What follows belongs to an exercise in optimizing a design on an open flow for small area, a short achievable clock period and few clock cycles per item; a production flow would make more cautious choices. At most, simulation tests tie the RTL to the original design; equivalence was not proved. For run 1, only the layout was checked, not whether the RTL still works. Power is estimated from default activity; no workload was simulated.

**flow/flow/run.sh**
```bash
#!/bin/bash
# The standard layout, with four changes:
# - synthesis leaves adders to ABC instead of mapping them to half- and
#   full-adder cells first (ADDER_MAP_FILE empty); registers are unchanged;
# - timing repair treats paths with less than MARGIN ns of slack as failing,
#   so it speeds up the design below the clock period;
# - the buffer on each input and output port is the smallest buffer;
# - clock tree synthesis adds no dummy loads.
set -euo pipefail
MARGIN=7.5
bash standard.sh SETUP_SLACK_MARGIN=$MARGIN ADDER_MAP_FILE= \
  "BUFFER_PORTS_ARGS=-buffer_cell sky130_fd_sc_hd__buf_1" \
  "CTS_ARGS=-sink_clustering_enable -repair_clock_nets -sink_clustering_size 30 -sink_clustering_max_diameter 80 -dont_use_dummy_load" \
  finish > standard_finish.log 2>&1
```
**flow/standard.sh**
```bash
#!/bin/bash
# synth_recipe.tcl (not shown) runs the flow's synth.tcl, then flattens the netlist and writes it again
# the make line also repeats each setting of config.mk as NAME=value (left out here)
make -C /OpenROAD-flow-scripts/flow DESIGN_CONFIG=/design/flow/config.mk WORK_HOME=/design/flow/orfs CLKGATE_MAP_FILE= SYNTH_SCRIPT=/design/flow/synth_recipe.tcl "${@:-finish}"
```
**flow/config.mk**
```make
export PLATFORM = sky130hd
export DESIGN_NAME = tea_interface
export DESIGN_NICKNAME = tea_interface
export VERILOG_FILES = /design/flow/design.v
export SDC_FILE = /design/flow/constraint.sdc
export NUM_CORES = 4
export LEC_CHECK = 0
export ABC_AREA = 1
export CAP_MARGIN = 20
export CORE_MARGIN = 2
export CORE_UTILIZATION = 40
export CTS_CLUSTER_DIAMETER = 80
export CTS_CLUSTER_SIZE = 30
export SLEW_MARGIN = 20
```
**flow/constraint.sdc**
```tcl
create_clock -name core_clock -period 12.0 [get_ports {clk}]
set_input_delay 2.4000 -clock core_clock [delete_from_list [all_inputs] [get_ports {clk}]]
set_output_delay 2.4000 -clock core_clock [all_outputs]
set_load 0.01 [all_outputs]
```
**flow/design.v**
```verilog
module tea_interface(
    input [63:0] in,
    input mode,
    input reset,
    input write,
    input clk,
    output [63:0] out,
    output out_ready
);
    localparam [31:0] DELTA   = 32'h9E3779B9;
    localparam [31:0] NDELTA  = 32'h61C88647;  
    localparam [31:0] SUM_DEC = 32'hC6EF3720;  
    function [31:0] bs(input [31:0] x);
        bs = {x[7:0], x[15:8], x[23:16], x[31:24]};
    endfunction
    wire [31:0] in_y = bs(in[63:32]);
    wire [31:0] in_z = bs(in[31:0]);
    reg [63:0] kp, kq;
    reg        qhi;       
    reg        wk;        
    reg [31:0] a, b, s;
    reg        m;         
    reg        ph;        
    reg        pre, post;  
    reg        busy, rdy;
    always @(posedge clk) begin
        kq <= kp;
        kp <= (reset | wk) ? {in_y, in_z} : kq;
        qhi <= wk ? 1'b1 : ~qhi;
    end
    wire        swp = pre | post;
    wire [31:0] t1, t2, t3;
    padd #(32) u1 (b << 4, kq[63:32], 1'b0, t1, );
    padd #(32) u2 (b, s, 1'b0, t2, );
    padd #(32) u3 (b >> 5, kq[31:0], 1'b0, t3, );
    wire [31:0] f   = t1 ^ t2 ^ t3;
    wire [31:0] fe  = f & {32{~swp}};
    wire [31:0] mm  = {32{m}};
    wire [31:0] nbr;
    padd #(32) u4 (mm ^ a, fe, 1'b0, nbr, );
    wire [31:0] nb  = mm ^ nbr;
    wire go   = busy & (swp | (qhi == (m ~^ ph)));
    wire fin  = ph & (s == (m ? DELTA : SUM_DEC));
    always @(posedge clk) begin
        if (reset) begin
            wk   <= 1'b1;
            busy <= 1'b0;
            rdy  <= 1'b0;
        end else begin
            wk <= 1'b0;
            if (write) begin
                busy <= 1'b1;
                rdy  <= 1'b0;
            end else if (go & (post | (~m & ~swp & fin))) begin
                busy <= 1'b0;
                rdy  <= 1'b1;
            end
        end
    end
    wire        sup = go & ~swp & ph;
    always @(posedge clk)
        s <= busy ? s + ((m ? NDELTA : DELTA) & {32{sup}}) : (mode ? SUM_DEC : DELTA);
    always @(posedge clk) begin
        if (!busy) begin
            m    <= mode;
            ph   <= 1'b0;
            pre  <= mode;
            post <= 1'b0;
        end else if (go) begin
            if (swp) begin
                pre  <= 1'b0;
                post <= 1'b0;
            end else begin
                ph <= ~ph;
                if (m & fin) post <= 1'b1;
            end
        end
    end
    always @(posedge clk)
        if (write | go) begin
            a <= busy ? b  : in_y;
            b <= busy ? nb : in_z;
        end
    assign out = {bs(a), bs(b)};
    assign out_ready = rdy;
endmodule
module padd #(parameter W = 32) (
    input  [W-1:0] a,
    input  [W-1:0] b,
    input          ci,
    output [W-1:0] s,
    output         co
);
    localparam L = $clog2(W);
    wire [(L+1)*W-1:0] G, P;
    wire [W-1:0] p0 = a ^ b;
    assign G[W-1:0] = (a & b) | {{(W-1){1'b0}}, p0[0] & ci};
    assign P[W-1:0] = p0;
    genvar l, i;
    generate
        for (l = 0; l < L; l = l + 1) begin : lvl
            for (i = 0; i < W; i = i + 1) begin : bit_
                if ((i >> l) & 1) begin : join_
                    localparam integer J = ((i >> l) << l) - 1;
                    assign G[(l+1)*W+i] = G[l*W+i] | (P[l*W+i] & G[l*W+J]);
                    assign P[(l+1)*W+i] = P[l*W+i] & P[l*W+J];
                end else begin : pass_
                    assign G[(l+1)*W+i] = G[l*W+i];
                    assign P[(l+1)*W+i] = P[l*W+i];
                end
            end
        end
    endgenerate
    assign s  = p0 ^ {G[L*W+W-2:L*W], ci};
    assign co = G[L*W+W-1];
endmodule
```
==> run summary, run 1 <==
# fillers about 4400; detailed-route DRC error count 0; DP Area about 18000 µm²; Yosys cell types 55; status no timing/DRC/antenna violations; Yosys top cell area share about a fifth; CTS root buffer clkbuf_16; ant diodes 0; vias in the first global route 15700; die area 44300 µm²; fin crit share around 34%; Initial Util roughly two fifths; Avg Vias per Cell between 5 and 6; setup violators final 0; skew final roughly 0.073 ns; Skew-Pair Late Insertion Delay between 0.5 and 0.6 ns; Chip Width approximately 210 µm; routed len/inst between 15 and 20 µm; min-delay worst type reg2reg; leak pwr 9.78 nW; final hold violation count 0; cell area power density 193 nW/µm²; Die H between 200 and 250 µm; Final TNS setup 0 ns; critical-path maximum fanout 37; H-tree Lvls 1; fmax 245 MHz; CP startpoint kind flip-flop; unrepaired setup endpoints after global routing no; worst-case clock buffer depth 3; Area growth, synth to finish 9.07%; Post-synth ARST share 0%; Area contributors post-synth dfxtp_1, nand2_1, edfxtp_1; Hold Slack between 0.2 and 0.3 ns; cell accounting for the most synthesized area dfxtp_1; Yosys reg bits roughly 230; syn_nets between 2000 and 3000; cts bufs inserted 20; Synth Instances around 2700; Sequential Area between 5000 and 6000 µm²; Core Rows 75; Via Count 17300; Crit Path Category reg2reg; I/O pins about 130; Data arrival, critical path ~4.4 ns; Placeable Area approximately 42000 µm²; antenna-violating nets left 0; area of the multi-input gates slightly below 10000 µm²; Top FF cell, synth dfxtp_1; fin area between 15000 and 20000 µm²; GR Util All Layers between 20% and 30%; met2 usage between 30% and 40%; clock sinks about 230; synth warn 1; Max Cap Violations 0; Worst slew margin between 40 and 50%; final core occ 44.3%; Netlist Area Pre-Place roughly 17000 µm²; post-layout minimum cycle time 4.08 ns; VDD IR max 0.113 mV; DRT iter0 DRCs ~1200; post-detail-place hpwl between 40000 and 50000 µm; nets ~2900; Seq/Total Area, Yosys 31.1%; largest net degree at the start of global routing between 70 and 80; CP Capture Type flip-flop; Worst-path clk slew 0.09 ns; CTS tree built; Placer Congestion 0.935; GR peak layer met2; met1 Usage GRT ~33%; first-pass GRT wire length around 83000 µm; initial antenna violation count 0; syn_area_per_cell about 6.2 µm²; DRT Wirelength about 53000 µm; total gr overflow 0; drt first pass iters 8; CP Data Required Time 12.29 ns; IO Port Bufs 132; met3 usage between 3 and 4%; EDFF count, synth 66; Worst Tran Pin Value a little under 0.9 ns; pins over their slew limit 0; layout cell share with drive strength beyond 1 5.87%
## worst paths after layout
check,endpoint,cells past startpoint,slack [ns],start
worst min-delay path,kq[17]$_DFF_P_,0,0.27,kp[17]$_DFF_P_
worst max register to register,b[18]$_DFFE_PP_,20,7.92,m$_DFFE_PN_
worst max-delay path,b[18]$_DFFE_PP_,20,7.92,m$_DFFE_PN_
worst min register to register,kq[17]$_DFF_P_,0,0.27,kp[17]$_DFF_P_
## logic make-up after synthesis
| logic type | Yosys count | share of synthesized area, % |
|---|---|---|
| DFF | 232 | 31.1 |
| buffers and inverters | 480 | 11.2 |
| muxes | 19 | 1.25 |
| and+or+nand+nor | 1572 | 39.8 |
| AOI/OAI and AO/OA | 324 | 10.4 |
| xor gates and xnor gates | 122 | 6.26 |
## layout by cell type, fill, tap and decap left out, types with 19 or more instances in the layout
cell | Yosys | final
buf_1 | 1 | 132
nand2_1 | 878 | 876
nand4_1 | 61 | 61
dfxtp_1 | 166 | 165
xnor2_1 | 59 | 59
o21ai_0 | 143 | 143
mux2_2 | 19 | 19
edfxtp_1 | 66 | 66
o21ai_1 | 24 | 24
clkbuf_16 | 0 | 20
nor2_1 | 267 | 265
inv_2 | 24 | 25
a21oi_1 | 100 | 100
nand3b_1 | 24 | 24
nand3_1 | 233 | 233
xor2_1 | 63 | 63
nor2_2 | 23 | 24
inv_1 | 394 | 393
## Yosys cell counts, drive strengths merged, types with 2 or more instances
| cell | n |
|---|---|
| nor3 | 15 |
| xor2 | 63 |
| o21a | 8 |
| o211ai | 2 |
| o21bai | 3 |
| a21boi | 14 |
| mux2 | 19 |
| a21oi | 100 |
| a31oi | 9 |
| or2 | 20 |
| dfxtp | 166 |
| and3 | 2 |
| nor2 | 299 |
| nand4 | 61 |
| xnor2 | 59 |
| a21o | 3 |
| nand3b | 24 |
| o22ai | 3 |
| clkbuf | 28 |
| inv | 418 |
| o21ai | 169 |
| a41oi | 2 |
| edfxtp | 66 |
| a221oi | 2 |
| clkinv | 5 |
| nand2 | 897 |
| o31ai | 4 |
| buf | 29 |
| nor4 | 14 |
| nand3 | 239 |
## layout make-up
cell class / count / share of cell area, %
clock buffers: 20 / 2.69
inverters: 423 / 8.53
multi-input cells: 2038 / 53.2
flip-flops and latches: 232 / 28.5
well taps: 539 / 3.62
repair buffers: 150 / 3.46
## through the flow
stage | power (mW) | std cells | setup slack (ns)
after CTS | 3.58 | 3391 | 7.69
final | 3.60 | 3402 | 7.92
after global routing | 3.93 | 3402 | 7.54
after floorplan | 2.54 | 2749 | 7.78
after global placement | 2.95 | 3370 | 7.44
after detailed placement | 2.99 | 3370 | 7.32
## critical path, cell delays in order (launching register included)
cell	delay, ns
edfxtp_1	0.35
buf_4	0.35
buf_4	0.67
xnor2_1	0.18
inv_1	0.08
nand4_1	0.12
nand2_1	0.13
inv_1	0.05
nand3_1	0.08
nand2_1	0.11
nand2_1	0.14
nand2_1	0.08
nand2_1	0.07
nand2_1	0.16
nand3_1	0.15
nand3_2	0.42
nand2_1	0.18
nand2_1	0.09
or2_2	0.28
nand3_1	0.06
o21ai_0	0.08
## power breakdown
part,total [mW],leakage (nW),switching [mW],internal [mW]
registers,1.06,2.06,0.147,0.917
clock network,0.583,0.246,0.289,0.294
logic,1.95,7.47,1.28,0.669
## layer usage
metal / vias to the layer above / routed length, µm
met1: 7782 / 25500
met4: 0 / 1460
met3: 75 / 3160
li1: 8971 / -
met5: - / 0
met2: 466 / 23100
## registers in the layout, summed over array words and instances (netlist names), 32 cells and up
| signal | count |
|---|---|
| a | 32 |
| b | 32 |
| kp | 64 |
| kq | 64 |
| s | 32 |
## what timing repair did
item / in CTS / in global routing
resized for setup: 1 / 2
pin swaps: 1 / 2
cloned: 1 / 0
setup buffers: 0 / 11
hold buffers: 0 / 0
setup endpoints to repair: 11 / 32
==> inputs of run 2 (changes only) <==
--- a/flow/design.v
+++ b/flow/design.v
@@ -25,2 +25,27 @@
     reg        busy, rdy;
+    localparam [159:0] TOP = {32'h00008000, 32'h00800080, 32'h08080808, 32'h22222222, 32'h55555555};
+    localparam [159:0] HI  = {32'hFFFF0000, 32'hFF00FF00, 32'hF0F0F0F0, 32'hCCCCCCCC, 32'hAAAAAAAA};
+    function [31:0] skl_spread(input [31:0] x, input integer l);
+        reg [31:0] t;
+        integer k;
+        begin
+            t = x << 1;
+            for (k = 0; k < l; k = k + 1)
+                t = t | (t << (1 << k));
+            skl_spread = t;
+        end
+    endfunction
+    function [31:0] skl_add(input [31:0] x, input [31:0] y);
+        reg [31:0] g, p;
+        integer l;
+        begin
+            g = x & y;
+            p = x ^ y;
+            for (l = 0; l < 5; l = l + 1) begin
+                g = g | (p & skl_spread(g & TOP[l*32 +: 32], l));
+                p = p & (skl_spread(p & TOP[l*32 +: 32], l) | ~HI[l*32 +: 32]);
+            end
+            skl_add = (x ^ y) ^ {g[30:0], 1'b0};
+        end
+    endfunction
     always @(posedge clk) begin
@@ -31,6 +56,5 @@
     wire        swp = pre | post;
-    wire [31:0] t1, t2, t3;
-    padd #(32) u1 (b << 4, kq[63:32], 1'b0, t1, );
-    padd #(32) u2 (b, s, 1'b0, t2, );
-    padd #(32) u3 (b >> 5, kq[31:0], 1'b0, t3, );
+    wire [31:0] t1 = skl_add(b << 4, kq[63:32]);
+    wire [31:0] t2 = skl_add(b, s);
+    wire [31:0] t3 = skl_add(b >> 5, kq[31:0]);
     wire [31:0] f   = t1 ^ t2 ^ t3;
@@ -38,4 +62,3 @@
     wire [31:0] mm  = {32{m}};
-    wire [31:0] nbr;
-    padd #(32) u4 (mm ^ a, fe, 1'b0, nbr, );
+    wire [31:0] nbr = skl_add(mm ^ a, fe);
     wire [31:0] nb  = mm ^ nbr;
@@ -86,31 +109 @@
 endmodule
-module padd #(parameter W = 32) (
-    input  [W-1:0] a,
-    input  [W-1:0] b,
-    input          ci,
-    output [W-1:0] s,
-    output         co
-);
-    localparam L = $clog2(W);
-    wire [(L+1)*W-1:0] G, P;
-    wire [W-1:0] p0 = a ^ b;
-    assign G[W-1:0] = (a & b) | {{(W-1){1'b0}}, p0[0] & ci};
-    assign P[W-1:0] = p0;
-    genvar l, i;
-    generate
-        for (l = 0; l < L; l = l + 1) begin : lvl
-            for (i = 0; i < W; i = i + 1) begin : bit_
-                if ((i >> l) & 1) begin : join_
-                    localparam integer J = ((i >> l) << l) - 1;
-                    assign G[(l+1)*W+i] = G[l*W+i] | (P[l*W+i] & G[l*W+J]);
-                    assign P[(l+1)*W+i] = P[l*W+i] & P[l*W+J];
-                end else begin : pass_
-                    assign G[(l+1)*W+i] = G[l*W+i];
-                    assign P[(l+1)*W+i] = P[l*W+i];
-                end
-            end
-        end
-    endgenerate
-    assign s  = p0 ^ {G[L*W+W-2:L*W], ci};
-    assign co = G[L*W+W-1];
-endmodule
==> run summary, run 2 <==
GR peak layer met2; total power 3.68 mW; layout cell share with drive strength beyond 1 about 5.8%; die area ~45000 µm²; syn_area_per_cell a little over 6 µm²; Die H approximately 210 µm; status no timing/DRC/antenna violations; syn_nets roughly 2900; unrepaired setup endpoints after global routing no; DRT Wirelength ~54000 µm; Worst Tran Pin Value 1.08 ns; pins over their slew limit 0; fmax about 250 MHz; Skew-Pair Late Insertion Delay ~0.57 ns; first-pass GRT wire length approximately 83000 µm; largest net degree at the start of global routing 66; Yosys cell types between 50 and 60; post-detail-place hpwl between 40000 and 50000 µm; Area growth, synth to finish 9.13%; CTS tree built; Post-synth top cells nand2_1, inv_1, nor2_1; min-delay worst type reg2reg; antenna-violating nets left 0; H-tree Lvls 1; VDD IR max around 0.1 mV; Via Count between 15000 and 20000; slowest CP cell buf_6; Initial Util 40.4%; DRT iter0 DRCs 1338; EDFF count, synth 66; met2 usage between 30 and 40%; Netlist Area Pre-Place roughly 17000 µm²; cts bufs inserted 20; Yosys reg bits around 230; Hold Slack approximately 0.3 ns; CP delay by family, top simple AND/OR/NAND/NOR gates; setup violators final 0; Core Rows between 70 and 80; Crit Path Category reg2reg; cell accounting for the most synthesized area nand2_1; met1 Usage GRT between 30% and 40%; Placeable Area between 40000 and 50000 µm²; Area contributors post-synth nand2_1, dfxtp_1, edfxtp_1; initial antenna violation count 1; commonest non-fill, non-tap cells in the layout nand2_1, inv_1, nor2_1; crit-path cells buf_6 > inv_6 > nand2_1 > nand3b_1 > nand3_1 > nand3_1 > nor2_2 > nand2_2 > inv_1 > nand2_1 > a21oi_1 > a21oi_1 > o21ai_1 > nand3_1 > nand2_1 > a21boi_1 > o21ai_0 > xor2_1 > o21ai_1; skew final approximately 0.096 ns; Post-synth ARST share 0%; CP Capture Type flip-flop; worst-case clock buffer depth 3; biggest regs kp: 64 flops, kq: 64 flops; most frequent cell after synthesis nand2_1; clock sinks roughly 230; total gr overflow 0; hold buffers post-CTS 0; synth warn 1; Avg Vias per Cell between 5 and 6; vias in the first global route 15600; detailed-route DRC error count 0; # fillers around 4600; Chip Width 212 µm; fin crit share between 30% and 40%; post-layout minimum cycle time slightly above 4 ns; critical-path maximum fanout 35; Worst-path clk slew ~0.09 ns; IO Port Bufs between 100 and 150; drt first pass iters 5; met3 usage 3.35%; Data arrival, critical path ~4.4 ns; Worst slew margin between 20% and 30%; CP Data Required Time between 10 and 15 ns; Yosys top cell area share ~19%; Bufs and invs on worst path 3; leak pwr ~10 nW; Final TNS setup 0 ns; Synth Instances 2792; CTS root buffer clkbuf_16; I/O pins ~130; nets 2971; cell area power density between 150 and 200 nW/µm²; CP startpoint kind flip-flop; GR Util All Layers between 20% and 30%; routed len/inst about 16 µm; Crit path largest cell delay roughly 0.41 ns; commonest non-fill, non-tap cell in the layout nand2_1; Top FF cell, synth dfxtp_1; Placer Congestion 0.930; Seq/Total Area, Yosys 30.6%; Max Cap Violations 0; final hold violation count 0
==> run 2: changes by cell type after synthesis, moves of 6 or more <==
cell,before,now
a21boi_0,9,15
a21oi_1,100,93
inv_1,394,436
inv_2,24,9
nand2_1,878,889
nand2_2,18,35
nand2_4,1,10
nor2_1,267,273
nor2_2,23,17
nor3_1,12,19
o21ai_1,24,13
==> run 2: report_power, final <==
| group | total, mW | internal [mW] | switching [mW] |
|---|---|---|---|
| logic | 2.02 | 0.687 | 1.33 |
| clock network | 0.578 | 0.293 | 0.285 |
| registers | 1.08 | 0.918 | 0.165 |
==> run 2: cell families (layout without fill, tap and decap cells) <==
| family | after synthesis | count (layout) | share of synthesized area [%] |
|---|---|---|---|
| adders and majority gates | 1 | 1 | 0.0578 |
| and+or+nand+nor | 1594 | 1595 | 40.0 |
| buffers and inverters | 499 | 607 | 11.3 |
| other | 0 | 1 | 0 |
| xor gates and xnor gates | 124 | 124 | 6.27 |
| DFF | 232 | 232 | 30.6 |
| AOI/OAI and AO/OA | 319 | 319 | 10.3 |
| muxes | 23 | 23 | 1.50 |
==> run 2: what timing repair did <==
item / 4_1_cts / 5_1_grt
pin swaps: 1 / 0
endpoints found under the setup margin: 27 / 4
resized for setup: 1 / 2
gates cloned: 1 / 0
buffers inserted: 2 / 0
==> run 2: layout make-up <==
cell class	count	area (µm²)	share of cell area, %
flip-flops and latches	232	5310	28.1
inverters	446	1680	8.88
diodes	1	2.50	0.0132
repair buffers	141	579	3.06
clock buffers	20	500	2.65
multi-input cells	2062	10100	53.4
well taps	585	732	3.87
==> run 2: worst register-to-register path: cells and delay by family (launching register included) <==
family	cells	cell delay [ns]
buffers and inverters	3	0.99
XOR/XNOR	1	0.17
AO/OA/AOI/OAI	6	0.93
flip-flops	1	0.38
AND/OR/NAND/NOR	9	1.48
==> run 2: stage by stage <==
| stage | cell area, µm² | std cells | setup slack [ns] | util (%) |
|---|---|---|---|---|
| after floorplan | 17300 | 2792 | 7.79 | - |
| after global placement | 18400 | 3462 | 6.84 | 42.8 |
| after detailed placement | 18400 | 3462 | 6.76 | 42.8 |
| after CTS | 18900 | 3485 | 7.73 | 44.0 |
| after global routing | 18900 | 3487 | 7.54 | 44.1 |
| final | 18900 | 3487 | 7.95 | 44.1 |
==> run 2: path summary, 6_finish.rpt <==
check / slack, ns / startpoint / endpoint / depth (start not counted)
setup reg to reg: 7.95 / m$_DFFE_PN_ / s[22]$_DFF_P_ / 19
setup / recovery: 7.95 / m$_DFFE_PN_ / s[22]$_DFF_P_ / 19
hold reg to reg: 0.29 / kp[6]$_DFF_P_ / kq[6]$_DFF_P_ / 0
hold / removal: 0.29 / kp[6]$_DFF_P_ / kq[6]$_DFF_P_ / 0
==> run 2: routing by layer <==
layer / wire length, µm / share of wire, %
met1: 26300 / 48
met2: 23100 / 43
met3: 3520 / 6.5
met4: 1340 / 2.5
met5: 0 / 0
Testbench counts of run 2, summed over its fixed seeds: cycles 68,736, items 1,024.
==> inputs of run 3 (changes only) <==
--- a/flow/flow/run.sh
+++ b/flow/flow/run.sh
@@ -9,3 +9,3 @@
 set -euo pipefail
-MARGIN=7.5
+MARGIN=8.5
 bash standard.sh SETUP_SLACK_MARGIN=$MARGIN ADDER_MAP_FILE= \
==> run summary, run 3 <==
CTS root buffer clkbuf_16; Yosys reg bits around 230; hold path cells 0; Seq/Total Area, Yosys 30.6%; drt first pass iters 5; cts bufs inserted 21; CP dominant cell by count buf_6; Synth Instances about 2800; syn_nets roughly 2900; CP Data Required Time between 9 and 10 ns; Area contributors post-synth nand2_1, dfxtp_1, edfxtp_1; Placeable Area 42900 µm²; worst-case clock buffer depth 3; VDD IR max about 0.11 mV; Final TNS setup 0 ns; commonest non-fill, non-tap cells in the layout nand2_1, inv_1, nor2_1; commonest non-fill, non-tap cell in the layout nand2_1; pins over their slew limit 0; Initial Util 40.4%; largest net degree at the start of global routing 73; syn_area_per_cell between 6 and 7 µm²; crit-path cells buf_4 > buf_6 > buf_6; synth warn 1; nets 3191; final hold violation count 0; CTS tree built; setup violators final 0; placed cells 3461; Yosys top cell area share roughly a fifth; Chip Width approximately 210 µm; fmax 268 MHz; Crit Path Category reg2out; Area growth, synth to finish 31.5%; most frequent cell after synthesis nand2_1; critical-path maximum fanout 4; DRT iter0 DRCs about 1400; Core Rows 76; Worst Tran Pin Value 1.11 ns; Via Count between 15000 and 20000; clock sinks around 230; detailed-route DRC error count 0; fin crit share approximately 31%; H-tree Lvls 1; Post-synth ARST share 0%; Crit path largest cell delay ~0.4 ns; status no timing/DRC/antenna violations; slack of the worst reg-to-reg path 8.35 ns; DRT Wirelength between 60000 and 70000 µm; total gr overflow 0; I/O pins approximately 130; Max Cap Violations 0; Data arrival, critical path about 1.3 ns; Worst-path clk slew 0.07 ns; post-detail-place hpwl 41700 µm; Placer Congestion about 0.95; cell area power density between 200 and 250 nW/µm²; GR Util All Layers between 20% and 30%; slowest CP cell edfxtp_1; CP startpoint kind flip-flop; Yosys cell types between 50 and 60; unrepaired setup endpoints after global routing yes; # fillers roughly 4200; layout cell share with drive strength beyond 1 24.3%; leak pwr around 12 nW; Netlist Area Pre-Place 17300 µm²; routed len/inst between 15 and 20 µm; min-delay worst type reg2reg; Top FF cell, synth dfxtp_1; skew final around 0.054 ns; first-pass GRT wire length 91200 µm; die area 45000 µm²; Avg Vias per Cell between 5 and 6; Die H 212 µm; Post-synth top cells nand2_1, inv_1, nor2_1; antenna-violating nets left 0; biggest regs kp: 64 flops, kq: 64 flops; CP Capture Type output port; IO Port Bufs approximately 130; initial antenna violation count 0; Skew-Pair Late Insertion Delay between 0.5 and 0.6 ns; Worst slew margin between 20% and 30%; vias in the first global route roughly 17000; post-layout minimum cycle time around 3.7 ns; R2R depth 27; final instance count without filler cells 3706; cell accounting for the most synthesized area nand2_1; EDFF count, synth 66; ant diodes 0
[run 3: cell counts after synthesis]
Identical to the previous run, type by type.
[run 3: report_power, final]
group	total (mW)	leakage, nW	switching (mW)	internal, mW
registers	0.993	2.06	0.0765	0.916
clock network	0.603	0.259	0.296	0.307
logic	3.03	9.48	1.85	1.18
[run 3: final timing paths]
path | from | endpoint
worst max-delay path | b[5]$_DFFE_PP_ | out[29]
worst min register to register | kp[19]$_DFF_P_ | kq[19]$_DFF_P_
worst max register to register | b[11]$_DFFE_PP_ | b[19]$_DFFE_PP_
worst min-delay path | kp[19]$_DFF_P_ | kq[19]$_DFF_P_
[run 3: logic make-up after synthesis]
group           Yosys count  share of synthesized area (%)
simple gates           1594                           40.0
flops                   232                           30.6
fa+ha+maj                 1                         0.0578
buf+inv                 499                           11.3
compound gates          319                           10.3
mux                      23                           1.50
xor+xnor                124                           6.27
[run 3: worst max-delay path: cells and delay by family (launching register included)]
| kind | cells | cell delay, ns |
|---|---|---|
| buffers and inverters | 3 | 0.40 |
| flip-flops | 1 | 0.39 |
[run 3: final cells by class]
class	count	area [µm²]	share of cell area, %
repair buffers	355	2640	11.6
multi-input cells	2067	11900	52.1
inverters	446	1700	7.47
well taps	585	732	3.21
flip-flops and latches	232	5310	23.3
clock buffers	21	526	2.31
[run 3: repair_timing]
item | CTS | global route
hold buffers | 0 | 0
endpoints found under the setup margin | 170 | 102
setup buffers | 137 | 78
gates cloned | 7 | 2
gates resized for setup | 181 | 403
pin swaps | 29 | 118
endpoints found under the hold margin | 0 | 0
[run 3: metal layers]
| layer | global-route usage, % | vias up | share of wire [%] | wire length (µm) |
|---|---|---|---|---|
| met5 | 0 | - | 0 | 0 |
| met4 | 8.72 | 0 | 2.8 | 1730 |
| met3 | 3.96 | 90 | 6.7 | 4150 |
| met2 | 42.0 | 568 | 46 | 28400 |
| met1 | 35.7 | 8796 | 45 | 28000 |
| li1 | - | 9510 | - | - |
[run 3: through the flow]
stage                     power, mW  instance area, µm²  hold WS [ns]  util, %  worst slack, ns
after detailed placement       3.10               18300         0.312     42.8             7.08
final                          4.63               22800         0.321     53.1             8.27
after CTS                      4.05               20700         0.321     48.4             8.30
after floorplan                2.62               17300         0.310        -             8.55
after global routing           4.97               22800         0.326     53.1             8.15
after global placement         3.05               18300         0.310     42.8             7.26
==> inputs of run 4 (changes only) <==
--- a/flow/flow/run.sh
+++ b/flow/flow/run.sh
@@ -9,3 +9,3 @@
 set -euo pipefail
-MARGIN=8.5
+MARGIN=8.25
 bash standard.sh SETUP_SLACK_MARGIN=$MARGIN ADDER_MAP_FILE= \
==> run summary, run 4 <==
CP Data Required Time 9.60 ns; critical-path maximum fanout 3; VDD IR max approximately 0.12 mV; cell area power density between 150 and 200 nW/µm²; GR Util All Layers about a quarter; Initial Util 40.4%; Placeable Area roughly 43000 µm²; worst-case clock buffer depth 3; Post-synth ARST share 0%; die area approximately 45000 µm²; post-layout minimum cycle time 3.84 ns; Post-synth top cells nand2_1, inv_1, nor2_1; commonest non-fill, non-tap cells in the layout nand2_1, inv_1, nor2_1; cell accounting for the most synthesized area nand2_1; Worst Min Path Start kp[53]$_DFF_P_; Chip Width about 210 µm; Crit Path Category reg2out; syn_nets between 2000 and 3000; met1 Usage GRT between 30% and 40%; Top FF cell, synth dfxtp_1; most frequent cell after synthesis nand2_1; Synth Instances approximately 2800; synth warn 1; Placer Congestion ~0.96; clock sinks 232; post-detail-place hpwl 41900 µm; placed cells between 3000 and 4000; Avg Vias per Cell roughly 5.1; drt first pass iters 5; detailed-route DRC error count 0; Core Rows 76; layout cell share with drive strength beyond 1 a little over an eighth; final instance count without filler cells around 3600; Worst Tran Pin Value between 1 and 1.5 ns; Endpoint, Worst Hold kq[53]$_DFF_P_; Die H roughly 210 µm; R2R depth 23; hold buffers post-CTS 0; Worst-path clk slew around 0.10 ns; CTS root buffer clkbuf_16; hold path cells 0; met3 usage 3.01%; first-pass GRT wire length ~85000 µm; Area growth, synth to finish 18.1%; min-delay worst type reg2reg; IO Port Bufs ~130; RR Endpoint b[26]$_DFFE_PP_; antenna-violating nets left 0; cts bufs inserted 19; met2 usage between 30 and 40%; Yosys cell types between 50 and 60; I/O pins between 100 and 150; unrepaired setup endpoints after global routing yes; final hold violation count 0; EDFF count, synth 66; CP startpoint kind flip-flop; DRT iter0 DRCs 1355; # fillers 4374; total gr overflow 0; CP Capture Type output port; Yosys reg bits about 230; largest net degree at the start of global routing 76; slack of the worst reg-to-reg path about 8.4 ns; nets 3063; Worst slew margin around a quarter; total power a little over 4 mW; routed len/inst 16.0 µm; biggest regs kp: 64 flops, kq: 64 flops; reg2reg start b[10]$_DFFE_PP_; fmax about 260 MHz; setup violators final 0; status no timing/DRC/antenna violations; vias in the first global route between 15000 and 20000; Netlist Area Pre-Place about 17000 µm²; Final TNS setup 0 ns; pins over their slew limit 0; leak pwr about 11 nW; fin crit share 32.0%; Area contributors post-synth nand2_1, dfxtp_1, edfxtp_1; skew final between 0.05 and 0.06 ns; syn_area_per_cell 6.20 µm²; GR peak layer met2; commonest non-fill, non-tap cell in the layout nand2_1; CTS tree built; Seq/Total Area, Yosys 30.6%; H-tree Lvls 1; Max Cap Violations 0; Yosys top cell area share between 10% and 20%; Via Count 18200; Data arrival, critical path 1.44 ns; initial antenna violation count 0; DRT Wirelength between 50000 and 60000 µm; Skew-Pair Late Insertion Delay 0.54 ns; ant diodes 0
-- run 4: report_power, final --
part / switching, mW / leakage [nW] / internal, mW
combinational: 1.57 / 8.37 / 0.926
sequential: 0.0900 / 2.06 / 0.917
clock: 0.287 / 0.234 / 0.280
total: 1.95 / 10.7 / 2.12
-- run 4: worst max-delay path by stage --
stage / start / to / slack [ns] / cells after the start
3_3_place_gp: pre$_SDFFCE_PP0P_ / s[31]$_SDFF_PN1_ / 7.47 / 19
4_1_cts: b[13]$_DFFE_PP_ / out[21] / 8.23 / 2
5_1_grt: b[10]$_DFFE_PP_ / out[18] / 8.13 / 4
2_1_floorplan: write / a[0]$_DFFE_PP_ / 8.39 / 2
3_5_place_dp: pre$_SDFFCE_PP0P_ / s[31]$_SDFF_PN1_ / 7.38 / 19
6_report: b[10]$_DFFE_PP_ / out[18] / 8.16 / 4
-- run 4: layout make-up --
class | count | area [µm²] | area share, %
Multi-Input combinational cell | 2065 | 10800 | 52.7
Timing Repair Buffer | 231 | 1460 | 7.15
Tap cell | 585 | 732 | 3.58
Clock buffer | 19 | 475 | 2.32
Sequential cell | 232 | 5310 | 25.9
Inverter | 446 | 1700 | 8.29
-- run 4: cell families after synthesis --
| kind of cell | after synthesis | share of synthesized area (%) |
|---|---|---|
| AO/OA/AOI/OAI | 319 | 10.3 |
| flip-flops | 232 | 30.6 |
| adder cells (fa/ha/maj) | 1 | 0.0578 |
| buffers and inverters | 499 | 11.3 |
| AND/OR/NAND/NOR | 1594 | 40.0 |
| XOR/XNOR | 124 | 6.27 |
| multiplexers | 23 | 1.50 |
-- run 4: worst max-delay path: stages (launching register included) --
cell and delay (ns):
edfxtp_1 0.43, buf_6 0.16, buf_6 0.11, buf_6 0.10, buf_6 0.11
-- run 4: metrics by stage --
stage	cell area, µm²	worst slack [ns]	utilization (%)	hold WS (ns)
floorplan	17300	8.39	-	0.310
global placement	18400	7.47	42.8	0.310
detailed placement	18400	7.38	42.8	0.312
CTS	19300	8.23	44.9	0.292
global route	20500	8.13	47.7	0.296
finish	20500	8.16	47.7	0.290
-- run 4: repair_timing --
| action | in CTS | in global routing |
|---|---|---|
| endpoints found under the setup margin | 84 | 52 |
| cloned | 0 | 5 |
| pin swaps | 4 | 51 |
| hold endpoints to repair | 0 | 0 |
| buffers inserted | 44 | 48 |
| gates resized for setup | 21 | 192 |
-- run 4: routing by layer --
metal / up-vias / wire length (µm) / share of wire (%)
met4: 0 / 1780 / 3.1
li1: 9226 / - / -
met5: - / 0 / 0
met1: 8340 / 26900 / 47
met2: 508 / 25200 / 44
met3: 91 / 3450 / 6.0
==> inputs of run 5 (changes only) <==
--- a/flow/flow/run.sh
+++ b/flow/flow/run.sh
@@ -9,3 +9,3 @@
 set -euo pipefail
-MARGIN=8.25
+MARGIN=7.75
 bash standard.sh SETUP_SLACK_MARGIN=$MARGIN ADDER_MAP_FILE= \
==> run summary, run 5 <==
skew final 0.0965 ns; DRT Wirelength approximately 54000 µm; Yosys cell types 56; drt first pass iters 6; Area contributors post-synth nand2_1, dfxtp_1, edfxtp_1; I/O pins between 100 and 150; Top FF cell, synth dfxtp_1; Chip Width approximately 210 µm; Worst Tran Pin Value around 1.1 ns; syn_nets 2860; Max Cap Violations 0; largest net degree at the start of global routing 66; Final TNS setup 0 ns; min-delay worst type reg2reg; fin crit share between 30 and 40%; Worst-path clk slew ~0.090 ns; biggest regs kp: 64 flops, kq: 64 flops; most frequent cell after synthesis nand2_1; post-layout minimum cycle time 3.88 ns; DRT iter0 DRCs between 1500 and 2000; commonest non-fill, non-tap cells in the layout nand2_1, inv_1, nor2_1; fin area approximately 19000 µm²; cell area power density between 150 and 200 nW/µm²; Post-synth ARST share 0%; Yosys top cell area share between 15 and 20%; final instance count without filler cells approximately 3500; setup violators final 0; GR Util All Layers about a quarter; Core Rows 76; Data arrival, critical path about 4.3 ns; Avg Vias per Cell 5.00; max layer used met4; fmax 258 MHz; Yosys reg bits 232; cts bufs inserted 20; Seq/Total Area, Yosys 30.6%; antenna-violating nets left 0; EDFF count, synth 66; Synth Instances 2792; WL met3 about 3400 µm; VDD IR max approximately 0.1 mV; layout cell share with drive strength beyond 1 under 10%; hold path cells 0; vias in the first global route between 15000 and 20000; met1 wire length between 20000 and 30000 µm; unrepaired setup endpoints after global routing no; Crit Path Category reg2reg; placed cells about 3500; cell accounting for the most synthesized area nand2_1; H-tree Lvls 1; Die H around 210 µm; met2 routed WL approximately 23000 µm; syn_area_per_cell 6.20 µm²; routed len/inst roughly 16 µm; CTS root buffer clkbuf_16; R2R depth 18; Post-synth top cells nand2_1, inv_1, nor2_1; CP startpoint kind flip-flop; commonest non-fill, non-tap cell in the layout nand2_1; Area growth, synth to finish 9.76%; Worst slew margin a little over a quarter; post-detail-place hpwl ~41000 µm; critical-path maximum fanout 34; synth warn 1; worst-case clock buffer depth 3; die area about 45000 µm²; first-pass GRT wire length 83300 µm; Skew-Pair Late Insertion Delay roughly 0.57 ns; pins over their slew limit 0; # fillers approximately 4500; status no timing/DRC/antenna violations; DP Area ~18000 µm²; IO Port Bufs between 100 and 150; CP Capture Type flip-flop; Netlist Area Pre-Place roughly 17000 µm²; final hold violation count 0; leak pwr ~10 nW; total power 3.70 mW; Via Count 17500; Placeable Area roughly 43000 µm²; total gr overflow 0; Initial Util 40.4%; CTS tree built; CP Data Required Time 12.39 ns; Placer Congestion approximately 0.93; initial antenna violation count 1; detailed-route DRC error count 0; clock sinks about 230; nets 2982
run 5: worst max-delay path: stages (launching register included):
cell	delay (ns)
edfxtp_1	0.51
nor2_4	0.17
buf_4	0.36
nand3_1	0.15
nand3_1	0.12
nor2_2	0.09
nand2_4	0.30
inv_1	0.24
nand2_1	0.13
nand2_1	0.13
nor2_1	0.16
nand4_1	0.13
o21ai_1	0.33
nand3_1	0.11
nand2_1	0.17
a21boi_1	0.12
o21ai_0	0.25
xor2_1	0.17
o21ai_1	0.06
run 5: layout make-up:
class                      count  area, µm²  share of cell area (%)
sequential                   232       5310                    27.9
antenna                        1       2.50                  0.0132
inverter                     446       1680                    8.85
timing repair buffer         152        664                    3.49
tap                          585        732                    3.85
multi-input combinational   2062      10100                    53.2
clock buffer                  20        500                    2.63
run 5: path summary, 6_finish.rpt:
check	start	end	slack (ns)
worst max-delay path	pre$_SDFFCE_PP0P_	s[22]$_DFF_P_	8.12
worst min-delay path	kp[6]$_DFF_P_	kq[6]$_DFF_P_	0.29
worst max register to register	pre$_SDFFCE_PP0P_	s[22]$_DFF_P_	8.12
worst min register to register	kp[6]$_DFF_P_	kq[6]$_DFF_P_	0.29
run 5: through the flow:
step	util, %	worst slack, ns	hold slack (ns)
6_report	44.3	8.12	0.291
5_1_grt	44.3	7.76	0.295
4_1_cts	44.0	7.91	0.297
3_5_place_dp	42.8	6.76	0.312
3_3_place_gp	42.8	6.84	0.310
2_1_floorplan	-	7.79	0.310
run 5: kinds of logic (layout without fill, tap and decap cells):
family                     Yosys count  in the layout  share of synthesized area, %
buffers and inverters              499            618                          11.3
xor gates and xnor gates           124            124                          6.27
adders and majority gates            1              1                        0.0578
other                                0              1                             0
DFF                                232            232                          30.6
and+or+nand+nor                   1594           1595                          40.0
AOI/OAI and AO/OA                  319            319                          10.3
muxes                               23             23                          1.50
run 5: per-layer routing:
| metal | global-route usage [%] | up-vias |
|---|---|---|
| li1 | - | 9053 |
| met1 | 34.1 | 7916 |
| met2 | 37.2 | 471 |
| met3 | 3.35 | 66 |
| met4 | 6.12 | 0 |
| met5 | 0 | - |
run 5: repair_timing:
item / in CTS / in global routing
gates resized for setup: 2 / 9
hold buffers: 0 / 0
buffers inserted: 2 / 11
endpoints found under the setup margin: 39 / 24
cloned: 1 / 0
pin swaps: 1 / 0
run 5: power breakdown:
group	internal [mW]	switching, mW	total [mW]
registers	0.918	0.151	1.07
clock network	0.293	0.286	0.579
logic	0.703	1.35	2.05
total	1.91	1.79	3.70
==> inputs of run 6 (changes only) <==
--- a/flow/flow/run.sh
+++ b/flow/flow/run.sh
@@ -9,3 +9,3 @@
 set -euo pipefail
-MARGIN=7.75
+MARGIN=8
 bash standard.sh SETUP_SLACK_MARGIN=$MARGIN ADDER_MAP_FILE= \
==> run summary, run 6 <==
slack of the worst reg-to-reg path around 8.3 ns; antenna-violating nets left 0; commonest non-fill, non-tap cells in the layout nand2_1, inv_1, nor2_1; CP Data Required Time approximately 9.6 ns; unrepaired setup endpoints after global routing no; Max Cap Violations 0; Worst Tran Pin Value about 1.0 ns; first-pass GRT wire length between 80000 and 90000 µm; largest family of logic cells by synthesized area simple AND/OR/NAND/NOR gates; Core Rows between 70 and 80; initial antenna violation count 0; dpl ws between 7 and 8 ns; Area growth, synth to finish 11.9%; Top FF cell, synth dfxtp_1; Crit path largest cell delay 0.58 ns; H-tree Lvls 1; most frequent cell after synthesis nand2_1; EDFF count, synth 66; skew final 0.0545 ns; total gr overflow 0; vias in the first global route 16000; I/O pins ~130; min-delay worst type reg2reg; reg2reg start b[13]$_DFFE_PP_; Yosys reg bits 232; leak pwr approximately 10 nW; DRT iter0 DRCs about 1400; Worst-path clk slew 0.10 ns; Seq pwr share between 20% and 30%; syn_area_per_cell approximately 6.2 µm²; ant diodes 0; fin crit share about a third; simple-gate portion of the synthesized area 40.0%; XOR/XNOR Fraction of Synth Area between 6 and 7%; crit-path cells buf_4 > buf_1; Netlist Area Pre-Place ~17000 µm²; final worst setup slack between 8 and 9 ns; CTS root buffer clkbuf_16; Synth Area in Adders less than 1%; post-detail-place hpwl between 40000 and 50000 µm; Crit Path Category reg2out; Avg Vias per Cell slightly above 5; syn_nets around 2900; Placeable Area roughly 43000 µm²; internal power 1.96 mW; worst-case clock buffer depth 3; RR Endpoint b[26]$_DFFE_PP_; die area between 40000 and 50000 µm²; Synth Instances ~2800; Post-synth top cells nand2_1, inv_1, nor2_1; slowest CP cell edfxtp_1; Critical Path Sink out[9]; cell accounting for the most synthesized area nand2_1; Yosys top cell area share 19.3%; Post-synth ARST share 0%; Yosys cell types 56; Data arrival, critical path 1.46 ns; R2R depth 24; Skew-Pair Late Insertion Delay approximately 0.54 ns; Area contributors post-synth nand2_1, dfxtp_1, edfxtp_1; area of the multi-input gates 10200 µm²; Net Sw Frac between 40% and 50%; # fillers about 4500; Setup crit start b[17]$_DFFE_PP_; post-layout minimum cycle time 3.86 ns; pins over their slew limit 0; setup violators final 0; critical-path maximum fanout 7; largest net degree at the start of global routing 76; nets 3012; Worst slew margin slightly above 30%; cell area power density 195 nW/µm²; CP Capture Type output port; status no timing/DRC/antenna violations; synth warn 1; Final TNS setup 0 ns; Die H 212 µm; fmax 259 MHz; final hold violation count 0; switching power 1.81 mW; Placer Congestion ~0.96; GR Util All Layers a little under a quarter; detailed-route DRC error count 0; routed len/inst 15.4 µm; cts bufs inserted 19; Seq/Total Area, Yosys 30.6%; commonest non-fill, non-tap cell in the layout nand2_1; VDD IR max roughly 0.12 mV; Chip Width 212 µm; Initial Util between 40% and 50%; IO Port Bufs 132; mux cell area share after synthesis around 1.5%; Clock power frac between 10% and 20%; biggest regs kp: 64 flops, kq: 64 flops; drt first pass iters 5; Comb pwr share between 50 and 60%; CTS tree built; Via Count 17700; Sequential Area ~5300 µm²; post-synthesis compound-gate area fraction 10.3%; CP startpoint kind flip-flop; clock sinks 232; hold buffers post-CTS 0; DRT Wirelength between 50000 and 60000 µm; layout cell share with drive strength beyond 1 8.02%
run 6: cell counts after synthesis:
No cell type changed its count.
run 6: layout make-up:
cell class                 count  share of cell area [%]
tap                          585                    3.78
sequential                   232                    27.4
inverter                     446                    8.72
timing repair buffer         184                    4.78
clock buffer                  19                    2.45
multi-input combinational   2061                    52.9
run 6: worst min-delay path by stage:
stage,start,end,slack [ns],depth (start not counted)
after global routing,kp[53]$_DFF_P_,kq[53]$_DFF_P_,0.30,0
final,kp[53]$_DFF_P_,kq[53]$_DFF_P_,0.29,0
after CTS,kp[53]$_DFF_P_,kq[53]$_DFF_P_,0.29,0
after global placement,kp[33]$_DFF_P_,kq[33]$_DFF_P_,0.31,0
after floorplan,kp[0]$_DFF_P_,kq[0]$_DFF_P_,0.31,0
after detailed placement,kp[36]$_DFF_P_,kq[36]$_DFF_P_,0.31,0
run 6: logic make-up (layout without fill, tap and decap cells):
kind of cell	Yosys count	in the layout
AND/OR/NAND/NOR	1594	1594
buffers and inverters	499	649
AO/OA/AOI/OAI	319	319
flip-flops	232	232
XOR/XNOR	124	124
multiplexers	23	23
adder cells (fa/ha/maj)	1	1
run 6: stage by stage:
stage / power [mW] / area [µm²] / util [%] / cells / hold slack (ns)
global route: 4.13 / 19400 / 45.2 / 3527 / 0.296
finish: 3.78 / 19400 / 45.2 / 3527 / 0.292
CTS: 3.68 / 18900 / 44.1 / 3490 / 0.292
floorplan: 2.62 / 17300 / - / 2792 / 0.310
detailed placement: 3.10 / 18400 / 42.8 / 3462 / 0.312
global placement: 3.05 / 18400 / 42.8 / 3462 / 0.310
run 6: repair_timing:
action | in CTS | in global routing
endpoints found under the setup margin | 40 | 37
gates cloned | 0 | 0
resized for setup | 3 | 46
buffers inserted | 9 | 37
pin swaps | 1 | 5
hold endpoints to repair | 0 | 0
run 6: power groups by stage:
stage | Clock (mW) | Sequential (mW) | Combinational, mW
3_3_place_gp | 0 | 1.09 | 1.96
2_1_floorplan | 0 | 1.03 | 1.59
5_1_grt | 0.600 | 1.04 | 2.49
6_report | 0.563 | 1.03 | 2.18
4_1_cts | 0.580 | 1.07 | 2.04
3_5_place_dp | 0 | 1.10 | 2.00
run 6: worst max-delay path: cells and delay by family, from the launching register on:
kind | cells | cell delay, ns
buf+inv | 2 | 0.34
flops | 1 | 0.58
run 6: layer usage:
metal	track usage [%]	wire (µm)	up-vias
met5	0	0	-
met2	37.7	23600	445
li1	-	-	9115
met4	6.61	1200	0
met1	34.3	26500	8099
met3	2.87	3200	74
==> inputs of run 7 (changes only) <==
--- a/flow/flow/run.sh
+++ b/flow/flow/run.sh
@@ -10,3 +10,3 @@
 MARGIN=8
-bash standard.sh SETUP_SLACK_MARGIN=$MARGIN ADDER_MAP_FILE= \
+bash standard.sh SETUP_SLACK_MARGIN=$MARGIN ADDER_MAP_FILE= MATCH_CELL_FOOTPRINT=0 \
   "BUFFER_PORTS_ARGS=-buffer_cell sky130_fd_sc_hd__buf_1" \
==> run summary, run 7 <==
crit-path cells buf_4 > buf_1; Via Count approximately 18000; initial antenna violation count 0; commonest non-fill, non-tap cells in the layout nand2_1, inv_1, nor2_1; Area growth, synth to finish 11.9%; Crit Path Category reg2out; min-delay worst type reg2reg; Worst slew margin between 30% and 40%; cell area power density 195 nW/µm²; VDD IR max 0.125 mV; cts bufs inserted 19; Synth Instances 2792; Netlist Area Pre-Place between 15000 and 20000 µm²; slack of the worst reg-to-reg path a little over 8 ns; antenna-violating nets left 0; Yosys top cell area share between 15 and 20%; nets 3012; GR Util All Layers about a quarter; biggest regs kp: 64 flops, kq: 64 flops; IO Port Bufs about 130; Seq/Total Area, Yosys slightly above 30%; Placeable Area between 40000 and 50000 µm²; total power 3.78 mW; pins over their slew limit 0; cell accounting for the most synthesized area nand2_1; Die H about 210 µm; routed len/inst ~15 µm; Final TNS setup 0 ns; clock sinks 232; post-detail-place hpwl approximately 42000 µm; critical-path maximum fanout 7; drt first pass iters 5; die area around 45000 µm²; Worst-path clk slew around 0.1 ns; Worst Tran Pin Value 1.05 ns; Avg Vias per Cell between 5 and 6; status no timing/DRC/antenna violations; skew final between 0.05 and 0.06 ns; DRT iter0 DRCs 1371; most frequent cell after synthesis nand2_1; CTS root buffer clkbuf_16; final core occ ~45%; syn_nets 2860; hold buffers post-CTS 0; Placer Congestion around 0.96; I/O pins roughly 130; CP startpoint kind flip-flop; total gr overflow 0; detailed-route DRC error count 0; Crit path largest cell delay just under 0.6 ns; layout cell share with drive strength beyond 1 under 10%; first-pass GRT wire length approximately 85000 µm; post-layout minimum cycle time about 3.9 ns; Yosys cell types 56; fin crit share 32.2%; leak pwr 10.3 nW; RR Endpoint b[26]$_DFFE_PP_; Yosys reg bits around 230; Bufs and invs on worst path 2; fmax roughly 260 MHz; final hold violation count 0; largest net degree at the start of global routing 76; Endpoint, Worst Hold kq[53]$_DFF_P_; R2R depth 24; Post-synth top cells nand2_1, inv_1, nor2_1; Initial Util 40.4%; Post-synth ARST share 0%; synth warn 1; unrepaired setup endpoints after global routing no; CP delay by family, top flip-flops; vias in the first global route approximately 16000; Top FF cell, synth dfxtp_1; syn_area_per_cell around 6.2 µm²; ant diodes 0; Chip Width ~210 µm; slowest CP cell edfxtp_1; CP Capture Type output port; setup violators final 0; Worst Min Path Start kp[53]$_DFF_P_; Skew-Pair Late Insertion Delay approximately 0.54 ns; DRT Wirelength 54500 µm; commonest non-fill, non-tap cell in the layout nand2_1; Data arrival, critical path roughly 1.5 ns; EDFF count, synth 66; H-tree Lvls 1; worst-case clock buffer depth 3; hold path cells 0; reg2reg start b[13]$_DFFE_PP_; CTS tree built; Core Rows between 70 and 80; CP Data Required Time roughly 9.6 ns; Area contributors post-synth nand2_1, dfxtp_1, edfxtp_1; Max Cap Violations 0
[run 7: cell counts after synthesis]
Identical to the previous run, type by type.
[run 7: stage by stage]
stage                     setup slack (ns)  hold WS, ns  instance area, µm²  std cells
final                                 8.14        0.292               19400       3527
after global routing                  7.97        0.296               19400       3527
after CTS                             8.03        0.292               18900       3490
after detailed placement              7.38        0.312               18400       3462
after global placement                7.47        0.310               18400       3462
after floorplan                       8.39        0.310               17300       2792
[run 7: logic make-up after synthesis]
family	after synthesis	share of synthesized area, %
AO/OA/AOI/OAI	319	10.3
XOR/XNOR	124	6.27
adder cells (fa/ha/maj)	1	0.0578
buffers and inverters	499	11.3
flip-flops	232	30.6
multiplexers	23	1.50
AND/OR/NAND/NOR	1594	40.0
[run 7: how the worst max path moves through the flow]
stage	startpoint	end	depth (start not counted)
2_1_floorplan	write	a[0]$_DFFE_PP_	2
3_3_place_gp	pre$_SDFFCE_PP0P_	s[31]$_SDFF_PN1_	19
3_5_place_dp	pre$_SDFFCE_PP0P_	s[31]$_SDFF_PN1_	19
4_1_cts	m$_DFFE_PN_	b[26]$_DFFE_PP_	20
5_1_grt	b[7]$_DFFE_PP_	b[26]$_DFFE_PP_	29
6_report	b[17]$_DFFE_PP_	out[9]	2
[run 7: power breakdown]
part	switching (mW)	internal [mW]
clock network	0.283	0.280
logic	1.42	0.767
registers	0.114	0.917
total	1.81	1.96
[run 7: worst register-to-register path, cell delays in order, from the launching register on]
cell and delay, ns:
edfxtp_1 0.50, buf_4 0.24, or2_2 0.32, nand2_1 0.09, o21ai_0 0.15, a21oi_4 0.23
nand2_8 0.13, nand2_2 0.10, nand2_1 0.07, nand2_1 0.06, nand3_1 0.08, nand3_1 0.14
nand3_1 0.10, nand2_1 0.11, nand2_1 0.13, nor2_2 0.16, nand2_1 0.11, nand2_2 0.13
nand2_2 0.11, nand2_4 0.13, nand2_1 0.08, nand3_1 0.07, nand2_1 0.05, nand3_1 0.14
nand2_1 0.07
[run 7: final cells by class]
cell class | count | area (µm²)
sequential | 232 | 5310
inverter | 446 | 1690
fill | 4469 | 23500
tap | 585 | 732
clock buffer | 19 | 475
timing repair buffer | 184 | 926
multi-input combinational | 2061 | 10200
[run 7: metal layers]
metal / share of wire, % / GRT usage [%] / vias to the layer above
met1: 49 / 34.3 / 8099
met4: 2.2 / 6.61 / 0
met5: 0 / 0 / -
li1: - / - / 9115
met2: 43 / 37.7 / 445
met3: 5.9 / 2.87 / 74
[run 7: what timing repair did]
| item | CTS | global route |
|---|---|---|
| pin swaps | 1 | 5 |
| resized for setup | 3 | 46 |
| buffers inserted | 9 | 37 |
| endpoints found under the setup margin | 40 | 37 |
==> inputs of run 8 (changes only) <==
--- a/flow/flow/run.sh
+++ b/flow/flow/run.sh
@@ -10,5 +10,5 @@
 MARGIN=8
-bash standard.sh SETUP_SLACK_MARGIN=$MARGIN ADDER_MAP_FILE= MATCH_CELL_FOOTPRINT=0 \
+bash standard.sh SETUP_SLACK_MARGIN=$MARGIN ADDER_MAP_FILE= \
   "BUFFER_PORTS_ARGS=-buffer_cell sky130_fd_sc_hd__buf_1" \
-  "CTS_ARGS=-sink_clustering_enable -repair_clock_nets -sink_clustering_size 30 -sink_clustering_max_diameter 80 -dont_use_dummy_load" \
+  "CTS_ARGS=-sink_clustering_enable -repair_clock_nets -dont_use_dummy_load" \
   finish > standard_finish.log 2>&1
--- a/flow/config.mk
+++ b/flow/config.mk
@@ -11,4 +11,2 @@
 export CORE_UTILIZATION = 40
-export CTS_CLUSTER_DIAMETER = 80
-export CTS_CLUSTER_SIZE = 30
 export SLEW_MARGIN = 20
==> run summary, run 8 <==
Yosys cell types 56; Worst Tran Pin Value about 1.0 ns; Worst-path clk slew 0.06 ns; pins over their slew limit 0; die area between 40000 and 50000 µm²; Synth Instances about 2800; syn_area_per_cell just over 6 µm²; most frequent cell after synthesis nand2_1; Post-synth top cells nand2_1, inv_1, nor2_1; CTS root buffer clkbuf_16; H-tree Lvls 1; Netlist Area Pre-Place approximately 17000 µm²; unrepaired setup endpoints after global routing yes; total gr overflow 0; skew final 0.0198 ns; biggest regs kp: 64 flops, kq: 64 flops; CTS tree built; drt first pass iters 6; DRT iter0 DRCs around 1300; commonest non-fill, non-tap cells in the layout nand2_1, inv_1, nor2_1; synth warn 1; Placeable Area approximately 43000 µm²; routed len/inst approximately 15 µm; Yosys top cell area share 19.3%; Data arrival, critical path about 1.5 ns; critical-path maximum fanout 7; slowest CP cell edfxtp_1; nets a little over 3000; CP delay by family, top flip-flops; detailed-route DRC error count 0; crit-path cells buf_1; Crit Path Category reg2out; cell accounting for the most synthesized area nand2_1; Area growth, synth to finish 12.6%; commonest non-fill, non-tap cell in the layout nand2_1; Via Count about 18000; Hold Slack ~0.31 ns; min-delay worst type reg2reg; Chip Width 212 µm; Core Rows 76; Final TNS setup 0 ns; leak pwr between 10 and 15 nW; CP Capture Type output port; largest net degree at the start of global routing 76; Top FF cell, synth dfxtp_1; Area contributors post-synth nand2_1, dfxtp_1, edfxtp_1; Post-synth ARST share 0%; Yosys reg bits approximately 230; Bufs and invs on worst path 1; Initial Util 40.4%; cell area power density approximately 200 nW/µm²; cts bufs inserted 28; slack of the worst reg-to-reg path 8.24 ns; fin crit share roughly a third; CP startpoint kind flip-flop; Seq/Total Area, Yosys 30.6%; Skew-Pair Late Insertion Delay approximately 0.57 ns; Crit path largest cell delay roughly 0.67 ns; GR Util All Layers ~24%; worst-case clock buffer depth 3; hold buffers post-CTS 0; syn_nets ~2900; Worst slew margin between 30% and 40%; fmax between 200 and 300 MHz; IO Port Bufs about 130; Die H around 210 µm; ant diodes 0; first-pass GRT wire length approximately 85000 µm; CP Data Required Time about 9.6 ns; clock sinks roughly 230; antenna-violating nets left 0; setup violators final 0; VDD IR max around 0.12 mV; Placer Congestion about 0.96; layout cell share with drive strength beyond 1 7.86%; DRT Wirelength 54400 µm; Max Cap Violations 0; initial antenna violation count 0; post-detail-place hpwl between 40000 and 50000 µm; status no timing/DRC/antenna violations; I/O pins about 130; post-layout minimum cycle time between 3 and 4 ns; total power between 3 and 4 mW; final hold violation count 0; vias in the first global route between 15000 and 20000; EDFF count, synth between 60 and 70; Avg Vias per Cell just over 5
## run 8: repair_timing
item,CTS,global route
gates resized for setup,4,26
buffers inserted,5,41
pin swaps,1,1
endpoints found under the setup margin,41,32
## run 8: metal layers
metal / share of wire [%] / up-vias / GRT usage, %
met5: 0 / - / 0
met4: 2.5 / 0 / 7.12
met3: 6.5 / 88 / 3.21
met2: 43 / 478 / 37.9
met1: 48 / 8092 / 34.1
li1: - / 9131 / -
## run 8: where the power goes
group / switching [mW] / internal [mW]
combinational: 1.40 / 0.749
clock: 0.317 / 0.404
sequential: 0.111 / 0.919
## run 8: cells by family after synthesis
group,count (synthesis),synth area share (%)
DFF,232,30.6
muxes,23,1.50
xor gates and xnor gates,124,6.27
AOI/OAI and AO/OA,319,10.3
adders and majority gates,1,0.0578
and+or+nand+nor,1594,40.0
buffers and inverters,499,11.3
## run 8: final timing paths
check,startpoint,endpoint,cells past startpoint
hold reg to reg,kp[18]$_DFF_P_,kq[18]$_DFF_P_,0
hold / removal,kp[18]$_DFF_P_,kq[18]$_DFF_P_,0
setup / recovery,b[27]$_DFFE_PP_,out[3],1
setup reg to reg,m$_DFFE_PN_,s[29]$_SDFF_PN0_,26
## run 8: final cells by class
class,count,area (µm²)
fillers,4454,23400
multi-input cells,2061,10200
flip-flops and latches,232,5310
inverters,446,1680
repair buffers,184,897
well taps,585,732
clock buffers,28,701
## run 8: through the flow
stage | utilization [%] | cell area, µm² | setup slack [ns] | cells
global placement | 42.8 | 18400 | 7.47 | 3462
detailed placement | 42.8 | 18400 | 7.38 | 3462
CTS | 44.6 | 19100 | 8.02 | 3495
floorplan | - | 17300 | 8.39 | 2792
finish | 45.5 | 19500 | 8.15 | 3536
global route | 45.5 | 19500 | 7.95 | 3536

## re-timing with driven ports
The flow's constraints put no driver on any port. The routed layouts listed below were extracted and timed again, unchanged, in two steps. Step 1: set_driving_cell puts a clkbuf_16 on clk and a buf_2 on each other input, an assumption about the parent block. Step 2 also shifts input and output timing later by t, the mid clock arrival at the registers, as if the neighbouring blocks saw the same clock. Slacks: no drivers / after step 1 / after step 2; pairs: no drivers / after step 1.
run | t (ns) | setup slack, ns | worst setup path at the end | worst slew at a driven data input, ns | cell pins on the clock port's net
run 1 | 0.573 | 7.921 / 7.921 / 7.436 | input to register | 0.07 | 1
run 2 | 0.577 | 7.950 / 7.950 / 7.950 | register to register | 0.08 | 1
run 3 | 0.587 | 8.267 / 8.210 / 8.195 | input to register | 0.09 | 1
run 4 | 0.569 | 8.163 / 8.107 / 7.853 | input to register | 0.09 | 1
run 5 | 0.577 | 8.117 / 8.078 / 8.072 | input to register | 0.08 | 1
run 6 | 0.569 | 8.138 / 8.083 / 7.747 | input to register | 0.09 | 1
run 7 | 0.569 | 8.138 / 8.083 / 7.747 | input to register | 0.09 | 1
run 8 | 0.613 | 8.153 / 8.097 / 7.738 | input to register | 0.09 | 1
After both steps setup and hold are still met in every run listed. The setup slack of run 1, which loses most, moves by 0.000 ns with the drivers and by -0.485 ns with both steps.
